This is an optimization exercise on Yosys and OpenROAD, whose aim is small area, not a production implementation. At most, simulation tests tie the RTL to the original design; equivalence was not proved. For run 2, only the layout was checked, not whether the RTL still works. Power is estimated from default activity; no workload was simulated.

==> flow/design.v <==
module add_32(
    input  [31:0] a,
    input  [31:0] b,
    input         ci,
    output [31:0] c
);
    wire [31:0] p, g;
    add_pg pg(.a(a), .b(b), .p(p), .g(g));
    alu_carry carry(.p(p), .g(g), .ci(ci), .s(c), .c31());
endmodule
module add_pg(input [31:0] a, input [31:0] b, output [31:0] p, output [31:0] g);
    assign p = a ^ b;
    assign g = a & b;
endmodule
module inc30(
    input  [31:0] a,
    output [31:0] y
);
    wire [32:2] cy;
    assign cy[2] = 1'b1;
    genvar i;
    generate
        for (i = 2; i < 32; i = i + 1) begin : carry
            assign cy[i+1] = cy[i] & a[i];
        end
    endgenerate
    assign y = {a[31:2] ^ cy[31:2], a[1:0]};
endmodule
module REG32(
    input             clk,
    input             rst,
    input      [31:0] D,
    output reg [31:0] Q
);
    always @(posedge clk or posedge rst) begin
        if (rst) Q <= 32'b0;
        else Q <= D;
    end
endmodule
module Pipeline_IF(
    input wire clk_IF,
    input wire rst_IF,
    input wire [31:0] PC_in_IF,
    input wire PCSrc,
    input wire PCSrc_n,      
    output wire [31:0] PC_out_IF
);
    wire [31:0] PC_q;
    wire [31:0] PC_4;
    inc30 pc4(.a(PC_q), .y(PC_4));
    wire [31:0] PC_next;
    pc_mux m(.target(PC_in_IF), .pc4(PC_4), .s(PCSrc), .s_n(PCSrc_n), .y(PC_next));
    REG32 PC(
        .clk(clk_IF),
        .rst(rst_IF),
        .D(PC_next),
        .Q(PC_q)
    );
    assign PC_out_IF = PC_q;
endmodule
module pc_mux(input [31:0] target, pc4, input s, input s_n, output [31:0] y);
    assign y = (target & {32{s}}) | (pc4 & {32{s_n}});
endmodule
module IF_reg_ID(
    input wire clk_IFID,
    input wire rst_IFID,
    input wire[31:0] PC_in_IFID,
    input wire[31:0] inst_in_IFID,
    output reg [31:0] PC_out_IFID,
    output reg [31:0] inst_out_IFID
);
always @(posedge clk_IFID or posedge rst_IFID) begin
    if (rst_IFID) begin
        PC_out_IFID <= 32'b0;
        inst_out_IFID <= 32'b0;
    end
    else begin
        PC_out_IFID <= PC_in_IFID;
        inst_out_IFID <= inst_in_IFID;
    end
end
endmodule
module Regs(
    input clk,
    input rst,
    input [4:0] Rs1_addr,
    input [4:0] Rs2_addr,
    input [4:0] Wt_addr,
    input [31:0] Wt_data,
    input RegWrite,
    output [31:0] Rs1_data,
    output [31:0] Rs2_data
);
    reg [32*32-1:32] register;
    reg [31:1] valid;
    wire [31:1] we, we_n;
    wire [31:1] sel1, sel2;
    wire [32*32-1:32] next;
    genvar i, b;
    generate
        for (i = 1; i < 32; i = i + 1) begin : dec
            assign we[i] = RegWrite && (Wt_addr == i);
            assign we_n[i] = ~we[i];
            rf_wmux wm(.d(Wt_data), .q(register[i*32 +: 32]), .we(we[i]), .we_n(we_n[i]),
                       .y(next[i*32 +: 32]));
            assign sel1[i] = valid[i] & (Rs1_addr == i);
            assign sel2[i] = valid[i] & (Rs2_addr == i);
        end
    endgenerate
    always @(posedge clk) begin
        register <= next;
    end
    always @(posedge clk or posedge rst) begin
        if (rst) valid <= 31'b0;
        else valid <= valid | we;
    end
    generate
        for (b = 0; b < 32; b = b + 1) begin : rd
            wire [31:1] col;
            for (i = 1; i < 32; i = i + 1) begin : c
                assign col[i] = register[i*32 + b];
            end
            rf_rbit r1(.d(col), .s(sel1), .y(Rs1_data[b]));
            rf_rbit r2(.d(col), .s(sel2), .y(Rs2_data[b]));
        end
    endgenerate
endmodule
module rf_wmux(input [31:0] d, input [31:0] q, input we, input we_n, output [31:0] y);
    assign y = (d & {32{we}}) | (q & {32{we_n}});
endmodule
module rf_rbit(input [31:1] d, input [31:1] s, output y);
    wire [10:0] t;
    genvar i;
    generate
        for (i = 0; i < 10; i = i + 1) begin : g
            cell_aoi222 u(.a1(d[3*i+1]), .a2(s[3*i+1]), .b1(d[3*i+2]), .b2(s[3*i+2]),
                          .c1(d[3*i+3]), .c2(s[3*i+3]), .y(t[i]));
        end
    endgenerate
    cell_nand2 u10(.a(d[31]), .b(s[31]), .y(t[10]));
    wire u0, u1, u2;
    cell_nand4 n0(.a(t[0]), .b(t[1]), .c(t[2]), .d(t[3]), .y(u0));
    cell_nand4 n1(.a(t[4]), .b(t[5]), .c(t[6]), .d(t[7]), .y(u1));
    cell_nand3 n2(.a(t[8]), .b(t[9]), .c(t[10]), .y(u2));
    cell_or3 o(.a(u0), .b(u1), .c(u2), .y(y));
endmodule
module cell_aoi222(input a1, a2, b1, b2, c1, c2, output y);
    assign y = ~((a1 & a2) | (b1 & b2) | (c1 & c2));
endmodule
module cell_nand2(input a, b, output y);
    assign y = ~(a & b);
endmodule
module cell_nand3(input a, b, c, output y);
    assign y = ~(a & b & c);
endmodule
module cell_nand4(input a, b, c, d, output y);
    assign y = ~(a & b & c & d);
endmodule
module cell_or3(input a, b, c, output y);
    assign y = a | b | c;
endmodule
module cell_inv(input a, output y);
    assign y = ~a;
endmodule
module cell_xor2(input a, b, output y);
    assign y = a ^ b;
endmodule
module cell_ha(input a, b, output c, output s);
    assign c = a & b;
    assign s = a ^ b;
endmodule
module ImmGen(
  input [3:0]   ImmType,      
  input [31:2]  inst_field,
  output [30:0] Imm_out
);
    wire I = ImmType[0], S = ImmType[1], B = ImmType[2], J = ImmType[3];
    wire nU = I | S | B | J;
    imm_bits m(.ir(inst_field), .I(I), .S(S), .B(B), .J(J),
               .IJ(I | J), .SB(S | B), .IS(I | S), .ISB(I | S | B), .JU(~(I | S | B)),
               .U(~nU), .nU(nU), .y(Imm_out));
endmodule
module imm_bits(
  input [31:2] ir,
  input I, S, B, J, IJ, SB, IS, ISB, JU, U, nU,
  output [30:0] y
);
    assign y[0]     = (I & ir[20]) | (S & ir[7]);
    assign y[4:1]   = ({4{IJ}} & ir[24:21]) | ({4{SB}} & ir[11:8]);
    assign y[10:5]  = {6{nU}} & ir[30:25];
    assign y[11]    = (IS & ir[31]) | (B & ir[7]) | (J & ir[20]);
    assign y[19:12] = ({8{ISB}} & {8{ir[31]}}) | ({8{JU}} & ir[19:12]);
    assign y[30:20] = ({11{nU}} & {11{ir[31]}}) | ({11{U}} & ir[30:20]);
endmodule
module SCPU_ctrl(
  input [4:0]       OPcode,
  input [2:0]       Fun3,
  input             Fun7,
  output reg        MemtoReg,    
  output reg        PCtoReg,     
  output reg [1:0]  Br,
  output reg        RegWrite,
  output reg        MemRW,
  output reg [3:0]  ALU_Control
);
  localparam AND = 4'b0000, OR = 4'b0001, XOR = 4'b0010,
             ADD = 4'b0100, SUB = 4'b0101,
             SLL = 4'b1000, SRL = 4'b1001,
             SLT = 4'b1100, SLTU = 4'b1101;
  always @* begin
    MemtoReg = 1'b0; PCtoReg = 1'b0;
    Br = 2'b00; RegWrite = 1'b0; MemRW = 1'b0; ALU_Control = AND;
    case (OPcode)
    5'b01100: begin  
        RegWrite = 1'b1;
        case ({Fun3, Fun7})
            4'b0000: ALU_Control = ADD;
            4'b0001: ALU_Control = SUB;
            4'b0010: ALU_Control = SLL;
            4'b0100: ALU_Control = SLT;
            4'b0110: ALU_Control = SLTU;
            4'b1000: ALU_Control = XOR;
            4'b1010: ALU_Control = SRL;
            4'b1011: ALU_Control = SRL;    
            4'b1100: ALU_Control = OR;
            4'b1110: ALU_Control = AND;
            default: RegWrite = 1'b0;
        endcase
    end
    5'b00000: begin  
        MemtoReg = 1'b1; RegWrite = 1'b1; ALU_Control = ADD;
    end
    5'b01000: begin  
        MemRW = 1'b1; ALU_Control = ADD;
    end
    5'b00100: begin  
        RegWrite = 1'b1;
        case (Fun3)
            3'b000: ALU_Control = ADD;
            3'b010: ALU_Control = SLT;
            3'b011: ALU_Control = SLTU;
            3'b100: ALU_Control = XOR;
            3'b110: ALU_Control = OR;
            3'b111: ALU_Control = AND;
            3'b001: ALU_Control = SLL;
            3'b101: ALU_Control = SRL;
        endcase
    end
    5'b11000: begin  
        case (Fun3)
            3'b000: begin Br = 2'b01; ALU_Control = SUB; end
            3'b001: begin Br = 2'b10; ALU_Control = SUB; end
            default: ;
        endcase
    end
    5'b11011: begin  
        PCtoReg = 1'b1; RegWrite = 1'b1; Br = 2'b11;
    end
    5'b11001: begin  
        PCtoReg = 1'b1; RegWrite = 1'b1; Br = 2'b11; ALU_Control = ADD;
    end
    5'b01101: begin  
        PCtoReg = 1'b1; RegWrite = 1'b1;
    end
    default: ;
    endcase
  end
endmodule
module Pipeline_ID (
    input clk_ID,
    input rst_ID,
    input RegWrite_in_ID,
    input [4:0] Rd_addr_ID,
    input [31:0] Wt_data_ID,
    input [31:0] Inst_in_ID,
    output [31:0] Rs1_out_ID,
    output [31:0] Rs2_out_ID,
    output [3:0] ImmType_ID,    
    output ALUSrc_B_ID,         
    output Sub_ID               
);
    Regs Regs_0(
        .clk(clk_ID),
        .rst(rst_ID),
        .RegWrite(RegWrite_in_ID),
        .Wt_data(Wt_data_ID),
        .Wt_addr(Rd_addr_ID),
        .Rs1_addr(Inst_in_ID[19:15]),
        .Rs2_addr(Inst_in_ID[24:20]),
        .Rs1_data(Rs1_out_ID),
        .Rs2_data(Rs2_out_ID)
    );
    wire [4:0] op = Inst_in_ID[6:2];
    assign ImmType_ID[0] = op == 5'b00000 || op == 5'b00100 || op == 5'b11001;
    assign ImmType_ID[1] = op == 5'b01000;
    assign ImmType_ID[2] = op == 5'b11000 && Inst_in_ID[14:13] == 2'b00;
    assign ImmType_ID[3] = op == 5'b11011;
    wire [2:0] f3 = Inst_in_ID[14:12];
    assign ALUSrc_B_ID = op == 5'b00000 || op == 5'b01000 || op == 5'b00100 || op == 5'b11001;
    assign Sub_ID = (op == 5'b01100 && (f3 == 3'b000 && Inst_in_ID[30] || f3 == 3'b010 && !Inst_in_ID[30] || f3 == 3'b011 && !Inst_in_ID[30]))
                 || (op == 5'b00100 && (f3 == 3'b010 || f3 == 3'b011))
                 || (op == 5'b11000 && (f3 == 3'b000 || f3 == 3'b001));
endmodule
module ID_reg_Ex(
    input clk_IDEX,
    input rst_IDEX,
    input [31:0] PC_in_IDEX,
    input [31:0] inst_in_IDEX,
    input [3:0] ImmType_in_IDEX,
    input [31:0] Rs1_in_IDEX,
    input [31:0] Rs2_in_IDEX,
    input ALUSrc_B_in_IDEX,
    input Sub_in_IDEX,
    output reg [31:0] PC_out_IDEX,
    output [31:2] inst_out_IDEX,
    output reg [3:0] ImmType_out_IDEX,   
    output reg [31:0] Rs1_out_IDEX,
    output reg [31:0] Rs2_out_IDEX,
    output reg ALUSrc_B_out_IDEX,
    output reg ALUSrc_B_n_out_IDEX,      
    output reg Sub_out_IDEX
);
    reg [31:12] ir_hi;
    reg [11:7] ir_rd;
    reg [6:2] ir_op;
    always @ (posedge clk_IDEX) begin
        Rs1_out_IDEX <= Rs1_in_IDEX;
        ir_rd <= inst_in_IDEX[11:7];
    end
    always @ (posedge clk_IDEX or posedge rst_IDEX) begin
        if (rst_IDEX) begin
            PC_out_IDEX <= 32'b0;
            ir_hi <= 20'b0;
            ir_op <= 5'b0;
            ImmType_out_IDEX <= 4'b0;
            Rs2_out_IDEX <= 32'b0;
            ALUSrc_B_out_IDEX <= 1'b0;
            ALUSrc_B_n_out_IDEX <= 1'b1;
            Sub_out_IDEX <= 1'b0;
        end
        else begin
            PC_out_IDEX <= PC_in_IDEX;
            ir_hi <= inst_in_IDEX[31:12];
            ir_op <= inst_in_IDEX[6:2] ^ 5'b00001;
            ImmType_out_IDEX <= ImmType_in_IDEX;
            Rs2_out_IDEX <= Rs2_in_IDEX;
            ALUSrc_B_out_IDEX <= ALUSrc_B_in_IDEX;
            ALUSrc_B_n_out_IDEX <= ~ALUSrc_B_in_IDEX;
            Sub_out_IDEX <= Sub_in_IDEX;
        end
    end
    assign inst_out_IDEX = {ir_hi, ir_rd, ir_op ^ 5'b00001};
endmodule
module ALU (
  input [31:0]  A,
  input [31:0]  B_n,          
  input [3:0]   ALU_operation,
  input         sub,           
  output [31:0] res
);
  wire [3:0] op = ALU_operation;
  wire sub_n = ~sub;
  wire c_and = op[3:1] == 3'b000;                    
  wire c_xor = op[3:2] == 2'b00 & (op[1] | op[0]);   
  wire s_sum = op[3:2] == 2'b01;
  wire s_sr  = op[3:2] == 2'b10 & op[0];
  wire s_sl  = op[3:2] == 2'b10 & ~op[0];
  wire s_lt  = op[3:2] == 2'b11;
  wire [31:0] g, p, sum;
  wire c31;
  genvar i;
  generate
    for (i = 0; i < 32; i = i + 1) begin : pg
      wire bx;
      cell_xor2 x(.a(B_n[i]), .b(sub_n), .y(bx));    
      cell_ha h(.a(A[i]), .b(bx), .c(g[i]), .s(p[i]));
    end
  endgenerate
  alu_carry carry(.p(p), .g(g), .ci(~sub_n), .s(sum), .c31(c31));
  wire lt_early = op[0] ? ~g[31] : A[31];
  wire lt_n = ~(s_lt & (p[31] ? ~c31 : lt_early));
  wire [31:0] sr;
  alu_shift shifter(.A(A), .s_n(B_n[4:0]), .left(~op[0]), .sr(sr));
  alu_result result(.g(g), .p(p), .sum(sum), .sr(sr), .lt_n(lt_n),
                    .c_and(c_and), .c_xor(c_xor), .s_sum(s_sum), .s_sr(s_sr), .s_sl(s_sl), .res(res));
endmodule
module alu_carry(
  input  [31:0] p,
  input  [31:0] g,
  input         ci,
  output [31:0] s,
  output        c31          
);
  reg [31:0] pp, gg;
  integer i, j;
  always @* begin
    pp = p;
    gg = g;
    gg[0] = gg[0] | (pp[0] & ci);
    for (i = 1; i <= 5; i = i + 1)
      for (j = 2**i - 1; j < 32; j = j + 2**i) begin
        gg[j] = gg[j] | (pp[j] & gg[j - 2**(i-1)]);
        pp[j] = pp[j] & pp[j - 2**(i-1)];
      end
    for (i = 5; i > 0; i = i - 1)
      for (j = 2**i + 2**(i-1) - 1; j < 32; j = j + 2**i) begin
        gg[j] = gg[j] | (pp[j] & gg[j - 2**(i-1)]);
        pp[j] = pp[j] & pp[j - 2**(i-1)];
      end
  end
  assign s = p ^ {gg[30:0], ci};
  assign c31 = gg[30];
endmodule
module alu_shift(input [31:0] A, input [4:0] s_n, input left, output [31:0] sr);
  wire [31:0] v0, v1, v2, v3, v4, v5;
  wire [4:0] s;
  genvar k;
  generate
    for (k = 0; k < 5; k = k + 1) begin : si
      cell_inv i(.a(s_n[k]), .y(s[k]));
    end
  endgenerate
  alu_shift_rev r(.a(A), .left(left), .left_n(~left), .y(v0));
  alu_shift_stage #(.K(0), .INV(1)) s0(.v(v0), .s(s[0]), .s_n(s_n[0]), .y(v1));
  alu_shift_stage #(.K(1), .INV(0)) s1(.v(v1), .s(s[1]), .s_n(s_n[1]), .y(v2));
  alu_shift_stage #(.K(2), .INV(1)) s2(.v(v2), .s(s[2]), .s_n(s_n[2]), .y(v3));
  alu_shift_stage #(.K(3), .INV(0)) s3(.v(v3), .s(s[3]), .s_n(s_n[3]), .y(v4));
  alu_shift_stage #(.K(4), .INV(1)) s4(.v(v4), .s(s[4]), .s_n(s_n[4]), .y(v5));
  assign sr = v5;
endmodule
module alu_shift_rev(input [31:0] a, input left, input left_n, output [31:0] y);
  genvar i;
  generate
    for (i = 0; i < 32; i = i + 1) begin : b
      assign y[i] = ~((left & a[31-i]) | (left_n & a[i]));
    end
  endgenerate
endmodule
module alu_shift_stage #(parameter K = 0, parameter INV = 0) (
  input [31:0] v, input s, input s_n, output [31:0] y);    
  genvar i;
  generate
    for (i = 0; i < 32; i = i + 1) begin : b
      if (i + 2**K < 32) begin : m
        assign y[i] = ~((s & v[i + 2**K]) | (s_n & v[i]));
      end else if (INV) begin : z
        assign y[i] = ~(s | (s_n & v[i]));
      end else begin : z
        assign y[i] = ~(s_n & v[i]);
      end
    end
  endgenerate
endmodule
module alu_result(
  input [31:0] g, p, sum, sr, input lt_n,
  input c_and, c_xor, s_sum, s_sr, s_sl,
  output [31:0] res);
  genvar i;
  generate
    for (i = 0; i < 32; i = i + 1) begin : b
      wire n1 = ~((c_and & g[i]) | (c_xor & p[i]));
      wire n2 = ~((s_sum & sum[i]) | (s_sr & sr[i]) | (s_sl & sr[31-i]));
      if (i == 0) begin : b0
        assign res[i] = ~(n1 & n2 & lt_n);
      end else begin : bn
        assign res[i] = ~(n1 & n2);
      end
    end
  endgenerate
endmodule
module Pipeline_Ex(
    input [31:0] PC_in_EX,
    input [31:2] Inst_in_EX,
    input [3:0] ImmType_in_EX,
    input [31:0] Rs1_in_EX,
    input [31:0] Rs2_in_EX,
    input ALUSrc_B_in_EX,
    input ALUSrc_B_n_in_EX,
    input Sub_in_EX,
    output [31:0] PC_out_EX,
    output [31:0] PC4_out_EX,
    output [31:0] ALU_out_EX,
    output [4:0] Rd_addr_EX,
    output [1:0] Br_EX,
    output MemRW_EX,
    output MemtoReg_EX,
    output PCtoReg_EX,
    output RegWrite_EX
);
wire [31:0] imm;
wire [30:0] imm30;
assign imm = {Inst_in_EX[31], imm30};
wire [3:0] aluctl;
ImmGen ImmGen_0(
    .ImmType(ImmType_in_EX),
    .inst_field(Inst_in_EX),
    .Imm_out(imm30)
);
SCPU_ctrl SCPU_ctrl_0(
    .OPcode(Inst_in_EX[6:2]),
    .Fun3(Inst_in_EX[14:12]),
    .Fun7(Inst_in_EX[30]),
    .MemtoReg(MemtoReg_EX),
    .PCtoReg(PCtoReg_EX),
    .Br(Br_EX),
    .RegWrite(RegWrite_EX),
    .MemRW(MemRW_EX),
    .ALU_Control(aluctl)
);
assign Rd_addr_EX = Inst_in_EX[11:7];
add_32 target(
    .a(PC_in_EX),
    .b(imm),
    .ci(1'b0),
    .c(PC_out_EX)
);
inc30 pc4(.a(PC_in_EX), .y(PC4_out_EX));
wire [31:0] b_n;
bmux bsel(.rs2(Rs2_in_EX), .imm(imm), .s(ALUSrc_B_in_EX), .s_n(ALUSrc_B_n_in_EX), .y_n(b_n));
ALU alu_inst(
    .A(Rs1_in_EX),
    .B_n(b_n),
    .ALU_operation(aluctl),
    .sub(Sub_in_EX),
    .res(ALU_out_EX)
);
endmodule
module bmux(input [31:0] rs2, imm, input s, input s_n, output [31:0] y_n);    
    assign y_n = ~((imm & {32{s}}) | (rs2 & {32{s_n}}));
endmodule
module Ex_reg_Mem(
  input clk_EXMem,
  input rst_EXMem,
  input [31:0] PC_in_EXMem,
  input [31:0] PC4_in_EXMem,
  input [4:0] Rd_addr_EXMem,
  input [31:0] ALU_in_EXMem,
  input [31:0] Rs2_in_EXMem,
  input [1:0] Br_in_EXMem,
  input MemRW_in_EXMem,
  input MemtoReg_in_EXMem,
  input PCtoReg_in_EXMem,
  input RegWrite_in_EXMem,
  output reg [31:0] PC_out_EXMem,
  output reg [31:0] PC4_out_EXMem,
  output reg [4:0] Rd_addr_out_EXMem,
  output reg [31:0] ALU_out_EXMem,
  output reg [31:0] Rs2_out_EXMem,
  output reg [1:0] Br_out_EXMem,
  output reg MemRW_out_EXMem,
  output reg MemtoReg_out_EXMem,
  output reg PCtoReg_out_EXMem,
  output reg RegWrite_out_EXMem
);
  always @(posedge clk_EXMem) begin
    PC_out_EXMem <= PC_in_EXMem;
    PC4_out_EXMem <= PC4_in_EXMem;
    Rd_addr_out_EXMem <= Rd_addr_EXMem;
  end
  always @(posedge clk_EXMem or posedge rst_EXMem) begin
    if (rst_EXMem) begin
      ALU_out_EXMem <= 32'b0;
      Rs2_out_EXMem <= 32'b0;
      Br_out_EXMem <= 2'b0;
      MemRW_out_EXMem <= 1'b0;
      MemtoReg_out_EXMem <= 1'b0;
      PCtoReg_out_EXMem <= 1'b0;
      RegWrite_out_EXMem <= 1'b0;
    end
    else begin
      ALU_out_EXMem <= ALU_in_EXMem;
      Rs2_out_EXMem <= Rs2_in_EXMem;
      Br_out_EXMem <= Br_in_EXMem;
      MemRW_out_EXMem <= MemRW_in_EXMem;
      MemtoReg_out_EXMem <= MemtoReg_in_EXMem;
      PCtoReg_out_EXMem <= PCtoReg_in_EXMem;
      RegWrite_out_EXMem <= RegWrite_in_EXMem;
    end
  end
endmodule
module Pipeline_Mem(
    input [1:0] Br_in_Mem,
    input [31:0] ALU_in_Mem,
    output PCSrc,
    output PCSrc_n
);
wire zero = ~|ALU_in_Mem;
assign PCSrc = (Br_in_Mem == 2'b11) | (Br_in_Mem == 2'b01 & zero) | (Br_in_Mem == 2'b10 & ~zero);
assign PCSrc_n = ~PCSrc;
endmodule
module Mem_reg_WB(
  input clk_MemWB,
  input rst_MemWB,
  input [31:0] Data_in_MemWB,
  input [4:0] Rd_addr_MemWB,
  input RegWrite_in_MemWB,
  output reg [31:0] Data_out_MemWB,
  output reg [4:0] Rd_addr_out_MemWB,
  output reg RegWrite_out_MemWB
);
  always @(posedge clk_MemWB) begin
    Rd_addr_out_MemWB <= Rd_addr_MemWB;
  end
  always @(posedge clk_MemWB or posedge rst_MemWB) begin
    if (rst_MemWB) begin
      Data_out_MemWB <= 32'b0;
      RegWrite_out_MemWB <= 1'b0;
    end
    else begin
      Data_out_MemWB <= Data_in_MemWB;
      RegWrite_out_MemWB <= RegWrite_in_MemWB;
    end
  end
endmodule
module Pipeline_WB(
    input MemtoReg_in_WB,
    input PCtoReg_in_WB,
    input [31:0] ALU_in_WB,
    input [31:0] DMem_data_WB,
    input [31:0] PC4_in_WB,
    output [31:0] Data_out_WB
);
wire s_mem = MemtoReg_in_WB;
wire s_pc = ~MemtoReg_in_WB & PCtoReg_in_WB;
wire s_alu = ~MemtoReg_in_WB & ~PCtoReg_in_WB;
genvar i;
generate
    for (i = 0; i < 32; i = i + 1) begin : m
        wire n;
        cell_aoi222 u(.a1(s_mem), .a2(DMem_data_WB[i]), .b1(s_pc), .b2(PC4_in_WB[i]),
                      .c1(s_alu), .c2(ALU_in_WB[i]), .y(n));
        cell_inv v(.a(n), .y(Data_out_WB[i]));
    end
endgenerate
endmodule
module Pipeline_CPU(
    input clk,
    input rst,
    input[31:0] Data_in,
    input[31:0] inst_IF,
    output[31:0] PC_out_IF,
    output[31:0] PC_out_ID,
    output[31:0] inst_ID,
    output[31:0] PC_out_EX,
    output       MemRW_Ex,
    output       MemRW_Mem,
    output[31:0] Addr_out,
    output[31:0] Data_out,
    output[31:0] Data_out_WB
);
    wire [31:0] pc_if;
    wire [31:0] pc_id, inst_id, rs1_id, rs2_id;
    wire [3:0]  immtype_id;
    wire        alusrc_id, sub_id, alusrc_ex, alusrc_n_ex, sub_ex;
    wire [31:0] pc_ex, rs1_ex, rs2_ex;
    wire [31:2] ir_ex;
    wire [3:0]  immtype_ex;
    wire [4:0]  rd_ex;
    wire        memrw_ex, memtoreg_ex, pctoreg_ex, regwrite_ex;
    wire [1:0]  br_ex;
    wire [31:0] target_ex, pc4_ex, alu_ex;
    wire [31:0] target_mem, pc4_mem, alu_mem, rs2_mem;
    wire [4:0]  rd_mem;
    wire [1:0]  br_mem;
    wire        memrw_mem, memtoreg_mem, pctoreg_mem, regwrite_mem;
    wire        pcsrc, pcsrc_n;
    wire [31:0] wb_next, wb_data;
    wire [4:0]  rd_wb;
    wire        regwrite_wb;
    Pipeline_IF Instruction_Fetch (
        .clk_IF(clk),
        .rst_IF(rst),
        .PC_in_IF(target_mem),
        .PCSrc(pcsrc),
        .PCSrc_n(pcsrc_n),
        .PC_out_IF(pc_if)
    );
    IF_reg_ID IF_reg_ID (
        .clk_IFID(clk),
        .rst_IFID(rst),
        .PC_in_IFID(pc_if),
        .inst_in_IFID(inst_IF),
        .PC_out_IFID(pc_id),
        .inst_out_IFID(inst_id)
    );
    Pipeline_ID Instruction_Decoder (
        .clk_ID(clk),
        .rst_ID(rst),
        .RegWrite_in_ID(regwrite_wb),
        .Rd_addr_ID(rd_wb),
        .Wt_data_ID(wb_data),
        .Inst_in_ID(inst_id),
        .Rs1_out_ID(rs1_id),
        .Rs2_out_ID(rs2_id),
        .ImmType_ID(immtype_id),
        .ALUSrc_B_ID(alusrc_id),
        .Sub_ID(sub_id)
    );
    ID_reg_Ex ID_reg_Ex (
        .clk_IDEX(clk),
        .rst_IDEX(rst),
        .PC_in_IDEX(pc_id),
        .inst_in_IDEX(inst_id),
        .ImmType_in_IDEX(immtype_id),
        .Rs1_in_IDEX(rs1_id),
        .Rs2_in_IDEX(rs2_id),
        .ALUSrc_B_in_IDEX(alusrc_id),
        .Sub_in_IDEX(sub_id),
        .PC_out_IDEX(pc_ex),
        .inst_out_IDEX(ir_ex),
        .ImmType_out_IDEX(immtype_ex),
        .Rs1_out_IDEX(rs1_ex),
        .Rs2_out_IDEX(rs2_ex),
        .ALUSrc_B_out_IDEX(alusrc_ex),
        .ALUSrc_B_n_out_IDEX(alusrc_n_ex),
        .Sub_out_IDEX(sub_ex)
    );
    Pipeline_Ex Execute (
        .PC_in_EX(pc_ex),
        .Inst_in_EX(ir_ex),
        .ImmType_in_EX(immtype_ex),
        .Rs1_in_EX(rs1_ex),
        .Rs2_in_EX(rs2_ex),
        .ALUSrc_B_in_EX(alusrc_ex),
        .ALUSrc_B_n_in_EX(alusrc_n_ex),
        .Sub_in_EX(sub_ex),
        .PC_out_EX(target_ex),
        .PC4_out_EX(pc4_ex),
        .ALU_out_EX(alu_ex),
        .Rd_addr_EX(rd_ex),
        .Br_EX(br_ex),
        .MemRW_EX(memrw_ex),
        .MemtoReg_EX(memtoreg_ex),
        .PCtoReg_EX(pctoreg_ex),
        .RegWrite_EX(regwrite_ex)
    );
    Ex_reg_Mem Ex_reg_Mem (
        .clk_EXMem(clk),
        .rst_EXMem(rst),
        .PC_in_EXMem(target_ex),
        .PC4_in_EXMem(pc4_ex),
        .Rd_addr_EXMem(rd_ex),
        .ALU_in_EXMem(alu_ex),
        .Rs2_in_EXMem(rs2_ex),
        .Br_in_EXMem(br_ex),
        .MemRW_in_EXMem(memrw_ex),
        .MemtoReg_in_EXMem(memtoreg_ex),
        .PCtoReg_in_EXMem(pctoreg_ex),
        .RegWrite_in_EXMem(regwrite_ex),
        .PC_out_EXMem(target_mem),
        .PC4_out_EXMem(pc4_mem),
        .Rd_addr_out_EXMem(rd_mem),
        .ALU_out_EXMem(alu_mem),
        .Rs2_out_EXMem(rs2_mem),
        .Br_out_EXMem(br_mem),
        .MemRW_out_EXMem(memrw_mem),
        .MemtoReg_out_EXMem(memtoreg_mem),
        .PCtoReg_out_EXMem(pctoreg_mem),
        .RegWrite_out_EXMem(regwrite_mem)
    );
    Pipeline_Mem Memory_Access (
        .Br_in_Mem(br_mem),
        .ALU_in_Mem(alu_mem),
        .PCSrc(pcsrc),
        .PCSrc_n(pcsrc_n)
    );
    Pipeline_WB Write_Back (
        .MemtoReg_in_WB(memtoreg_mem),
        .PCtoReg_in_WB(pctoreg_mem),
        .ALU_in_WB(alu_mem),
        .DMem_data_WB(Data_in),
        .PC4_in_WB(pc4_mem),
        .Data_out_WB(wb_next)
    );
    Mem_reg_WB Mem_reg_WB (
        .clk_MemWB(clk),
        .rst_MemWB(rst),
        .Data_in_MemWB(wb_next),
        .Rd_addr_MemWB(rd_mem),
        .RegWrite_in_MemWB(regwrite_mem),
        .Data_out_MemWB(wb_data),
        .Rd_addr_out_MemWB(rd_wb),
        .RegWrite_out_MemWB(regwrite_wb)
    );
    assign PC_out_IF = pc_if;
    assign PC_out_ID = pc_id;
    assign inst_ID = inst_id;
    assign PC_out_EX = target_ex;
    assign MemRW_Ex = memrw_ex;
    assign MemRW_Mem = memrw_mem;
    assign Addr_out = alu_mem;
    assign Data_out = rs2_mem;
    assign Data_out_WB = wb_data;
endmodule
==> flow/flow/run.sh <==
#!/bin/bash
# Layout flow: the standard flow (standard.sh) with these changes:
#  - the port buffers are the smallest buffer cell (buf_1);
#  - the clock tree is built from clkbuf_8, with clkbuf_4 driving
#    clusters of at most 9 sinks, without dummy loads;
#  - the larger buffers (buf_6 and up) are not used, so that repair
#    buffers the high-fanout nets with small buffers;
#  - the buffers synthesis made are removed before placement
#    (REMOVE_ABC_BUFFERS), as the standard flow's timing-driven
#    placement would.
# Each step's full log is under orfs/logs; standard.sh's own output goes
# to standard.log.
set -e
PLATFORM_DONT_USE="$(sed -n '/^export DONT_USE_CELLS += /,/^#/p' $FLOW_HOME/platforms/sky130hd/config.mk | grep -o 'sky130_fd_sc_hd__[a-z0-9_]*' | tr '\n' ' ')"
EXTRA_DONT_USE="sky130_fd_sc_hd__buf_6 sky130_fd_sc_hd__buf_8 sky130_fd_sc_hd__buf_12 sky130_fd_sc_hd__buf_16 sky130_fd_sc_hd__bufbuf_8 sky130_fd_sc_hd__bufbuf_16"
export BUFFER_PORTS_ARGS="-buffer_cell sky130_fd_sc_hd__buf_1"
export CTS_ARGS="-sink_clustering_enable -repair_clock_nets -buf_list sky130_fd_sc_hd__clkbuf_8 -sink_clustering_buffer sky130_fd_sc_hd__clkbuf_4 -sink_clustering_size 9 -sink_clustering_max_diameter 35 -dont_use_dummy_load"
bash standard.sh "DONT_USE_CELLS=$PLATFORM_DONT_USE $EXTRA_DONT_USE" REMOVE_ABC_BUFFERS=1 finish > standard.log 2>&1
==> flow/standard.sh <==
#!/bin/bash
# synth_recipe.tcl (not shown) runs the flow's synth.tcl, then flattens the netlist and writes it again
# the make line also repeats each setting of config.mk as NAME=value (left out here)
make -C /OpenROAD-flow-scripts/flow DESIGN_CONFIG=/design/flow/config.mk WORK_HOME=/design/flow/orfs CLKGATE_MAP_FILE= SYNTH_SCRIPT=/design/flow/synth_recipe.tcl "${@:-finish}"
==> flow/config.mk <==
export PLATFORM = sky130hd
export DESIGN_NAME = Pipeline_CPU
export DESIGN_NICKNAME = Pipeline_CPU
export VERILOG_FILES = /design/flow/design.v
export SDC_FILE = /design/flow/constraint.sdc
export NUM_CORES = 8
export LEC_CHECK = 0
export CAP_MARGIN = 20
export CORE_MARGIN = 2
export CORE_UTILIZATION = 60
export GPL_TIMING_DRIVEN = 1
export SLEW_MARGIN = 20
export SYNTH_HIERARCHICAL = 1
==> flow/constraint.sdc <==
create_clock -name core_clock -period 6.3 [get_ports {clk}]
set_input_delay 1.2600 -clock core_clock [delete_from_list [all_inputs] [get_ports {clk}]]
set_output_delay 1.2600 -clock core_clock [all_outputs]
set_load 0.01 [all_outputs]
==> key figures, run 1 <==
Worst setup path
  – Critical path class: register to output port
  – Crit. End Element: output port
  – Crit Reg-Reg Endpoint: Instruction_Fetch.PC.Q[31]$_DFF_PP0_
  – Worst Path Max Fanout: 7
  – Path depth of the worst reg2reg path: 30
  – Worst r2r src: Instruction_Fetch.PC.Q[2]$_DFF_PP0_
  – CP Data Arrival Time: 4.84 ns
  – Startpoint Class: register
  – Critical Path RT: 5.04 ns
  – Reg2Reg Setup Slack: 0.25 ns

Route
  – Residual DRC count: 0
  – Avg WL per Cell: 40.0 um
  – DR pass1 iterations: 13
  – Post-DRT Antenna Nets: 0
  – Vias per inst: 8.29
  – DR vias: 54100
  – Routed wire length: 261000 um
  – Initial DRC Count: 12200

STA
  – Slew Limit Headroom: 0.127
  – Worst-Margin Slew: 1.30 ns
  – FMAX: 164 MHz
  – Final count of pins violating max slew: 0
  – Skew final: 0.142 ns
  – Minimum clock period: 6.10 ns
  – Tcrit/Tclk final: 0.968
  – Setup-failing EPs final: 0
  – Worst setup slack after layout: 0.201 ns
  – Setup TNS: 0 ns
  – Hold Fails Final Rpt: 0

Power and ir drop
  – Leak Pwr: 0.0254 uW
  – VDD IR max: 0.184 mV
  – Pwr Density: 284 mW/mm^2
  – Power Total: 17500 uW

Die
  – IO Count: 292
  – Initial core utilization: 0.603
  – Die W: 315 um
  – Die H: 315 um
  – Total core area: 0.0963 sq mm
  – Die area: 0.0993 sq mm
  – Cell Rows: 114

Cells and area
  – Nets: 5459
  – Fill cell count: 7842
  – Reg area: 0.0302 sq mm
  – Area of the multi-input gates: 0.0259 sq mm
  – Commonest non-fill, non-tap cell in the layout: dfxtp_1
  – Layout cells sized above 1: 0.107
  – Area grow syn2layout: 6.37%
  – Non-filler cells, final: 6532
  – Commonest cells after routing, fill and taps aside: dfxtp_1, a22o_1, a222oi_1

Placed design
  – Dpl ws: 0.265 ns
  – Routability cong.: 1.05
  – Final HPWL DP: 169000 um
  – Placed cells: 6290
  – Port-buffer cells: 291

Synthesis
  – Top post-synthesis cells by area: dfxtp_1, a22o_1, dfrtp_1, a222oi_1, ha_1
  – Yosys Warn Count: 14
  – Post-synthesis register bit count: 1429
  – Yosys top cell area share: 0.380
  – Post-synth ARST share: 0.228
  – Avg Synthesized Cell Area: 12.0 sq um
  – Syn Inst Count: 4828
  – Top_reg_cell synth: dfxtp_1
  – Netlist cell types: 70
  – Post-synth EDFFs: 0
  – Largest area contributor in the netlist: dfxtp_1
  – Seq/Total Area, Yosys: 0.521
  – Cell area after synthesis: 0.0581 sq mm

Global route
  – First-pass GRT wire length: 363000 um
  – Largest net degree at the start of global routing: 61
  – GRT overflow: 0
  – Antenna violations before repair: 43
  – Tot GR Track Use: 0.509
  – Vias in the first global route: 49200

Worst hold path
  – Hold path depth: 0
  – WHS Endpoint: Mem_reg_WB.Rd_addr_out_MemWB[4]$_DFF_P_
  – Hold Crit Start: Ex_reg_Mem.Rd_addr_out_EXMem[4]$_DFF_P_
  – Hold Path Class: register to register

Clock network
  – Worst-Skew Late Latency: 0.95 ns
  – CTS tree: yes
  – CTS Root Cell: clkbuf_8
  – Clk slew on worst S/H paths: 0.10 ns
  – CTS H-Tree Depth: 4
  – Cts bufs inserted: 214
  – CTS Buffer Depth: 3
  – Clock Sinks: 1429

Outcome
  – Status: finished clean

Flow run
  – Max-cap violations: 0
-- per-module statistics from Yosys, one instance, submodules excluded, excerpt --
module / copies in the design / area (sq um) / flops+latches / cells
Mem_reg_WB: 1 / 930 / 38 / 39
Pipeline_Mem: 1 / 90.1 / 0 / 13
REG32: 1 / 805 / 32 / 33
add_pg: 1 / 400 / 0 / 32
bmux: 1 / 435 / 0 / 38
cell_nand2: 64 / 3.75 / 0 / 1
imm_bits: 1 / 263 / 0 / 56
inc30: 2 / 378 / 0 / 32
pc_mux: 1 / 328 / 0 / 38
rf_wmux: 31 / 328 / 0 / 38
-- cell families after synthesis --
| group | Yosys count | synth area share |
|---|---|---|
| muxes | 5 | 0.000883 |
| DFF | 1429 | 0.521 |
| other | 1 | 0.0000646 |
| xor gates and xnor gates | 65 | 0.00980 |
| and+or+nand+nor | 712 | 0.0662 |
| buffers and inverters | 353 | 0.0394 |
| adders and majority gates | 158 | 0.0340 |
| AOI/OAI and AO/OA | 2105 | 0.329 |
-- worst max-delay path by stage --
stage / from / to / slack, ns / cells past startpoint
finish: ID_reg_Ex.ImmType_out_IDEX[1]$_DFF_PP0_ / PC_out_EX[31] / 0.20 / 14
global route: Instruction_Fetch.PC.Q[2]$_DFF_PP0_ / Instruction_Fetch.PC.Q[31]$_DFF_PP0_ / -0.006 / 30
CTS: ID_reg_Ex.ImmType_out_IDEX[1]$_DFF_PP0_ / PC_out_EX[31] / 0.02 / 14
detailed placement: Instruction_Fetch.PC.Q[2]$_DFF_PP0_ / Instruction_Fetch.PC.Q[31]$_DFF_PP0_ / 0.26 / 30
global placement: Instruction_Fetch.PC.Q[2]$_DFF_PP0_ / Instruction_Fetch.PC.Q[31]$_DFF_PP0_ / 0.30 / 30
floorplan: Instruction_Fetch.PC.Q[2]$_DFF_PP0_ / Instruction_Fetch.PC.Q[31]$_DFF_PP0_ / 0.57 / 30
-- power breakdown --
group | switching (uW) | leakage, uW | total, uW | internal, uW
combinational | 1490 | 0.0112 | 2300 | 811
clock | 3140 | 0.00103 | 4820 | 1680
sequential | 617 | 0.0132 | 10400 | 9790
total | 5240 | 0.0254 | 17500 | 12300
-- synthesized netlist by cell type (all sizes together), types with 29 or more instances --
library cell / count
a22o: 1031
nand3: 70
inv: 62
a21o: 57
nand2: 187
a222oi: 704
ha: 158
a21oi: 41
nand4: 136
a22oi: 226
dfrtp: 325
or3: 67
and3: 62
buf: 275
xor2: 36
nor2: 80
dfxtp: 1103
xnor2: 29
-- flip-flops by register name (all words and copies together) (netlist names), 20 cells and up --
name and cells:
Ex_reg_Mem.ALU_out_EXMem 32, Ex_reg_Mem.PC4_out_EXMem 32, Ex_reg_Mem.PC_out_EXMem 32, Ex_reg_Mem.Rs2_out_EXMem 32, ID_reg_Ex.PC_out_IDEX 32, ID_reg_Ex.Rs1_out_IDEX 32
ID_reg_Ex.Rs2_out_IDEX 32, ID_reg_Ex.ir_hi 20, IF_reg_ID.PC_out_IFID 32, IF_reg_ID.inst_out_IFID 32, Instruction_Decoder.Regs_0.register 992, Instruction_Decoder.Regs_0.valid 31
Instruction_Fetch.PC.Q 32, Mem_reg_WB.Data_out_MemWB 32
-- metrics by stage --
stage               hold WS, ns  cell area [sq um]  utilization
finish                    0.343              61800        0.642
global route              0.339              61700        0.641
CTS                       0.340              61600        0.640
detailed placement        0.315              59900        0.622
global placement          0.312              59900        0.622
floorplan                 0.310              56000            -
-- area by class of cell --
type | count | share of cell area
Antenna cell | 23 | 0.000931
Clock buffer | 214 | 0.0277
Inverter | 62 | 0.00383
Multi-Input combinational cell | 3046 | 0.420
Sequential cell | 1429 | 0.489
Tap cell | 1276 | 0.0258
Timing Repair Buffer | 482 | 0.0327
-- routing by layer --
metal,up-vias,track usage,wire length (um),share of wire
met4,36,0.387,24800,0.095
met5,-,0.00532,322,0.0012
met1,26000,0.632,88500,0.34
met2,5329,0.700,103000,0.40
li1,21400,-,-,-
met3,1321,0.208,44000,0.17
-- what timing repair did --
item,4_1_cts,5_1_grt
hold buffers,0,0
setup buffers,0,2
gates resized for setup,0,4
endpoints found under the setup margin,0,3
-- worst max-delay path, cell delays in order (launching register included) --
cell	delay, ns
dfrtp_1	0.46
or4_4	0.60
and2_1	0.20
ha_1	0.34
a21oi_1	0.15
o21ai_0	0.15
a221oi_2	0.28
o41ai_2	0.14
a221o_2	0.41
a41oi_2	0.28
a21oi_1	0.11
ha_1	0.18
or2_2	0.29
xor2_1	0.18
buf_1	0.18
==> run 2: changes to the inputs <==
--- a/flow/design.v
+++ b/flow/design.v
@@ -108,4 +108,5 @@
         end
     endgenerate
+    integer k;
     always @(posedge clk) begin
         register <= next;
@@ -163,7 +164,16 @@
     assign y = ~a;
 endmodule
+module cell_nor2(input a, b, output y);
+    assign y = ~(a | b);
+endmodule
 module cell_xor2(input a, b, output y);
     assign y = a ^ b;
 endmodule
+module cell_aoi22(input a1, a2, b1, b2, output y);
+    assign y = ~((a1 & a2) | (b1 & b2));
+endmodule
+module cell_mux2i(input a0, a1, s, output y);
+    assign y = ~(s ? a1 : a0);
+endmodule
 module cell_ha(input a, b, output c, output s);
     assign c = a & b;
==> flow/flow/run.sh (replaced) <==
#!/bin/bash
# Layout flow: the standard flow (standard.sh) with these changes:
#  - the port buffers are the smallest buffer cell (buf_1);
#  - the clock tree is built from clkbuf_8, with clkbuf_8 driving
#    clusters of at most 18
#    sinks, without dummy loads;
#  - the larger buffers (buf_6 and up) are not used, so that repair
#    buffers the high-fanout nets with small buffers;
#  - the buffers synthesis made are removed before placement
#    (REMOVE_ABC_BUFFERS), as the standard flow's timing-driven
#    placement would.
# Each step's full log is under orfs/logs; standard.sh's own output goes
# to standard.log.
set -e
PLATFORM_DONT_USE="$(sed -n '/^export DONT_USE_CELLS += /,/^#/p' $FLOW_HOME/platforms/sky130hd/config.mk | grep -o 'sky130_fd_sc_hd__[a-z0-9_]*' | tr '\n' ' ')"
EXTRA_DONT_USE="sky130_fd_sc_hd__buf_6 sky130_fd_sc_hd__buf_8 sky130_fd_sc_hd__buf_12 sky130_fd_sc_hd__buf_16 sky130_fd_sc_hd__bufbuf_8 sky130_fd_sc_hd__bufbuf_16"
export BUFFER_PORTS_ARGS="-buffer_cell sky130_fd_sc_hd__buf_1"
export CTS_ARGS="-sink_clustering_enable -repair_clock_nets -buf_list sky130_fd_sc_hd__clkbuf_8 -sink_clustering_buffer sky130_fd_sc_hd__clkbuf_8 -sink_clustering_size 18 -sink_clustering_max_diameter 45 -dont_use_dummy_load"
bash standard.sh "DONT_USE_CELLS=$PLATFORM_DONT_USE $EXTRA_DONT_USE" REMOVE_ABC_BUFFERS=1 finish > standard.log 2>&1
--- a/flow/config.mk
+++ b/flow/config.mk
@@ -9,5 +9,5 @@
 export CORE_MARGIN = 2
 export CORE_UTILIZATION = 60
-export GPL_TIMING_DRIVEN = 1
+export GPL_TIMING_DRIVEN = 0
 export SLEW_MARGIN = 20
 export SYNTH_HIERARCHICAL = 1
==> run 2 against run 1 <==
Effect of this change:
- largest cell class unchanged
- critical path type unchanged
- global-route usage decreased by 1.4 points
- sequential cell count unchanged
- routed wire length is 2.3% lower
- critical endpoint unchanged
- hold slack lost 0.035 ns
- area after synthesis unchanged
- highest routed layer unchanged
==> key figures, run 2 <==
Clock network
  – CTS Root Cell: clkbuf_8
  – Hold-fix buffers, CTS: 0 (unchanged)
  – Worst-Skew Late Latency: 0.88 ns (-0.07 ns)
  – CTS tree: yes
  – CTS Buffer Depth: 3 (unchanged)
  – Clock Sinks: 1429 (unchanged)
  – Clk slew on worst S/H paths: 0.10 ns (about the same)
  – Cts bufs inserted: 139 (-35%)
  – CTS H-Tree Depth: 4 (unchanged)

Die
  – Initial core utilization: 0.603 (unchanged)
  – Total core area: 0.0963 sq mm (unchanged)
  – Cell Rows: 114 (unchanged)
  – Die area: 0.0993 sq mm (unchanged)
  – Die H: 315 um (unchanged)
  – IO Count: 292 (unchanged)
  – Die W: 315 um (unchanged)

Power and ir drop
  – Switching Fraction: 0.287 (-0.0120)
  – Sequential fraction of design power: 0.592 (-0.002)
  – Clk pwr share: 0.284 (+0.009)
  – Sw Pwr: 5070 uW (-3.3%)
  – Comb pwr share: 0.124 (-0.007)
  – VDD IR max: 0.243 mV (+32%)
  – Leak Pwr: 0.0256 uW (+0.97%)
  – Internal Power: 12600 uW (+2.5%)
  – Pwr Density: 282 mW/mm^2 (-0.71%)

Flow run
  – Max-cap violations: 0 (unchanged)

Worst setup path
  – Crit. End Element: output port
  – Critical Path RT: 5.04 ns (about the same)
  – CP Data Arrival Time: 4.97 ns (+0.13 ns)
  – Critical path launch point: ID_reg_Ex.ImmType_out_IDEX[3]$_DFF_PP0_
  – Worst Path Max Fanout: 6 (-1)
  – Critical path class: register to output port
  – Worst r2r src: Instruction_Fetch.PC.Q[2]$_DFF_PP0_
  – Startpoint Class: register

Cells and area
  – Area grow syn2layout: 7.93%
  – Layout cells sized above 1: 0.131 (+0.0237)
  – Area of the multi-input gates: 0.0261 sq mm (+0.82%)
  – Nets: 5388 (-1.3%)
  – Final std cell area, no fill: 0.0627 sq mm (+1.5%)
  – Reg area: 0.0303 sq mm (+0.15%)
  – Commonest non-fill, non-tap cell in the layout: dfxtp_1
  – Register with the most flip-flops: Instruction_Decoder.Regs_0.register
  – Final core utilization: 0.651 (+0.00942)
  – Largest register FFs: 992 (unchanged)
  – Commonest cells after routing, fill and taps aside: dfxtp_1, a22o_1, a222oi_1
  – Fill cell count: 7616 (-2.9%)

STA
  – Final Hold Slack: 0.307 ns (-0.0351 ns)
  – Slew Limit Headroom: 0.196 (+0.0689)
  – Setup-failing EPs final: 0 (unchanged)
  – Worst-Margin Slew: 1.20 ns (-0.103 ns)
  – Hold Fails Final Rpt: 0 (unchanged)
  – Final count of pins violating max slew: 0 (unchanged)
  – Minimum clock period: 6.23 ns (+0.130 ns)
  – Worst setup slack after layout: 0.0714 ns (-0.130 ns)
  – Skew final: 0.101 ns (-0.0409 ns)
  – Tcrit/Tclk final: 0.989 (+0.0206)
  – Setup TNS: 0 ns (unchanged)
  – FMAX: 161 MHz (-2.1%)

Route
  – Post-DRT Antenna Nets: 0 (unchanged)
  – Residual DRC count: 0 (unchanged)
  – Vias per inst: 8.25 (-0.50%)
  – Avg WL per Cell: 39.5 um (-1.2%)
  – Initial DRC Count: 12000 (-1.4%)
  – Routed wire length: 255000 um (-2.3%)
  – DR vias: 53300 (-1.6%)
  – DR pass1 iterations: 15 (+2)

Synthesis
  – Largest area contributor in the netlist: dfxtp_1
  – Cell area after synthesis: 0.0581 sq mm (unchanged)
  – Top post-synthesis cells by area: dfxtp_1, a22o_1, dfrtp_1, a222oi_1, ha_1
  – Synth cell count leaders: dfxtp_1, a22o_1, a222oi_1
  – Avg Synthesized Cell Area: 12.0 sq um (unchanged)
  – Netlist cell types: 70 (unchanged)
  – Yosys Warn Count: 14 (unchanged)
  – Post-synth ARST share: 0.228 (unchanged)
  – Post-synthesis register bit count: 1429 (unchanged)
  – Seq/Total Area, Yosys: 0.521 (unchanged)
  – Post-synth EDFFs: 0 (unchanged)
  – Syn Inst Count: 4828 (unchanged)
  – Most common cell in the synthesized netlist: dfxtp_1
  – Yosys top cell area share: 0.380 (unchanged)
  – Top_reg_cell synth: dfxtp_1

Global route
  – Antenna violations before repair: 38 (-12%)
  – Vias in the first global route: 49300 (+0.19%)
  – Largest net degree at the start of global routing: 62 (+1.6%)
  – Tot GR Track Use: 0.495 (-0.0137)
  – First-pass GRT wire length: 356000 um (-2.1%)
  – GRT overflow: 0 (unchanged)

Placed design
  – Area after DPL: 0.0606 sq mm (+1.1%)
  – Routability cong.: 1.02 (-3.0%)
  – Dpl ws: 0.199 ns (-0.0652 ns)
  – Final HPWL DP: 175000 um (+3.4%)
  – Port-buffer cells: 291 (unchanged)

Outcome
  – Status: finished clean

Worst hold path
  – Hold Crit Start: Ex_reg_Mem.Rd_addr_out_EXMem[2]$_DFF_P_
  – Hold Path Class: register to register
run 2: cell types whose count changed in the layout (fill, tap and decap cells not counted), moves of 7 or more:
cell and delta:
buf_1 -81, buf_2 -40, nand2_1 -19, clkbuf_4 -197, and3_1 -31, dfrtp_2 +37, nor2_4 +8, nor2_2 -7
dfrtp_1 -37, buf_4 +130, and3_2 +31, clkbuf_8 +121, nand2_2 +20
run 2: final cells by class:
cell class	instances	share of cell area
Antenna cell	25	0.000998
Clock buffer	139	0.0305
Inverter	62	0.00387
Multi-Input combinational cell	3046	0.417
Sequential cell	1429	0.483
Tap cell	1276	0.0255
Timing Repair Buffer	486	0.0392
run 2: layer usage:
| layer | up-vias | share of wire | track usage | routed length [um] |
|---|---|---|---|---|
| met3 | 1288 | 0.16 | 0.210 | 40900 |
| li1 | 21200 | - | - | - |
| met5 | - | 0.0013 | 0.00919 | 327 |
| met4 | 36 | 0.093 | 0.368 | 23600 |
| met2 | 5021 | 0.40 | 0.698 | 103000 |
| met1 | 25700 | 0.34 | 0.599 | 87000 |
run 2: critical path, cell delays in order, from the launching register on:
cell,delay (ns)
dfrtp_1,0.43
or4_4,0.60
and2_2,0.28
ha_1,0.36
a21oi_1,0.16
o21ai_0,0.15
a221oi_2,0.33
o41ai_4,0.16
a221o_2,0.41
a41oi_2,0.23
a21oi_1,0.12
ha_1,0.18
or2_2,0.32
xor2_2,0.19
clkbuf_2,0.17
run 2: repair_timing:
action | CTS | global route
gates resized for setup | 11 | 11
endpoints found under the setup margin | 2 | 4
pin swaps | 0 | 3
endpoints found under the hold margin | 0 | 0
setup buffers | 0 | 5
run 2: power by group through the flow:
stage	Sequential [uW]	Combinational [uW]	Clock, uW
2_1_floorplan	10500	1130	0
3_3_place_gp	10700	1950	0
3_5_place_dp	10600	2100	0
4_1_cts	10400	2120	4970
5_1_grt	10500	2340	5310
6_report	10500	2190	5010
run 2: through the flow:
step	power [uW]	cells
floorplan	11600	4537
global placement	12600	6104
detailed placement	12700	6292
CTS	17500	6431
global route	18200	6445
finish	17700	6463
run 2: kinds of logic after synthesis:
group	synth area share
AOI/OAI and AO/OA	0.329
DFF	0.521
and+or+nand+nor	0.0662
buffers and inverters	0.0394
adders and majority gates	0.0340
xor gates and xnor gates	0.00980
muxes	0.000883
other	0.0000646
run 2: final timing paths:
path | endpoint | slack (ns) | depth (start not counted)
setup / recovery | PC_out_EX[31] | 0.07 | 14
min in group asynchronous | IF_reg_ID.inst_out_IFID[22]$_DFF_PP0_ | 0.80 | 2
max in group asynchronous | ID_reg_Ex.ImmType_out_IDEX[0]$_DFF_PP0_ | 4.05 | 3
setup reg to reg | Instruction_Fetch.PC.Q[31]$_DFF_PP0_ | 0.28 | 30
hold / removal | Mem_reg_WB.Rd_addr_out_MemWB[2]$_DFF_P_ | 0.31 | 0
hold reg to reg | Mem_reg_WB.Rd_addr_out_MemWB[2]$_DFF_P_ | 0.31 | 0
run 2: Yosys stat by module, one instance, submodules excluded, a selection:
module / flops+latches / area (sq um) / copies in the design / cells
inc30: 0 / 378 / 2 / 32
alu_carry: 0 / 771 / 2 / 100
add_pg: 0 / 400 / 1 / 32
IF_reg_ID: 64 / 1610 / 1 / 65
alu_shift_rev: 0 / 285 / 1 / 38
cell_ha: 0 / 12.5 / 32 / 1
cell_aoi222: 0 / 10.0 / 672 / 1
bmux: 0 / 435 / 1 / 38
pc_mux: 0 / 328 / 1 / 38
rf_wmux: 0 / 328 / 31 / 38
Mem_reg_WB: 38 / 930 / 1 / 39

static timing again, ports no longer ideal:
How much do the figures lean on ideal ports? The routed layouts below were timed once more, with nothing changed but the port constraints. Step 1, drivers: a clkbuf_16 drives clk and a buf_2 each remaining input, both assumed. Step 2 also shifts input and output timing later by t, the mid clock arrival at the registers, as if the neighbouring blocks saw the same clock. Slacks: ideal / step 1 / step 2; pairs: ideal / step 1.
run	t, ns	setup slack, ns	worst setup path at the end	worst register clock-pin slew, ns	pins driven straight from the clock port
run 1	0.955	0.201 / 0.122 / 0.249	register to register	0.11 / 0.11	1
run 2	0.917	0.071 / -0.005 / 0.275	register to register	0.12 / 0.12	1
After both steps every run listed still meets setup and hold.
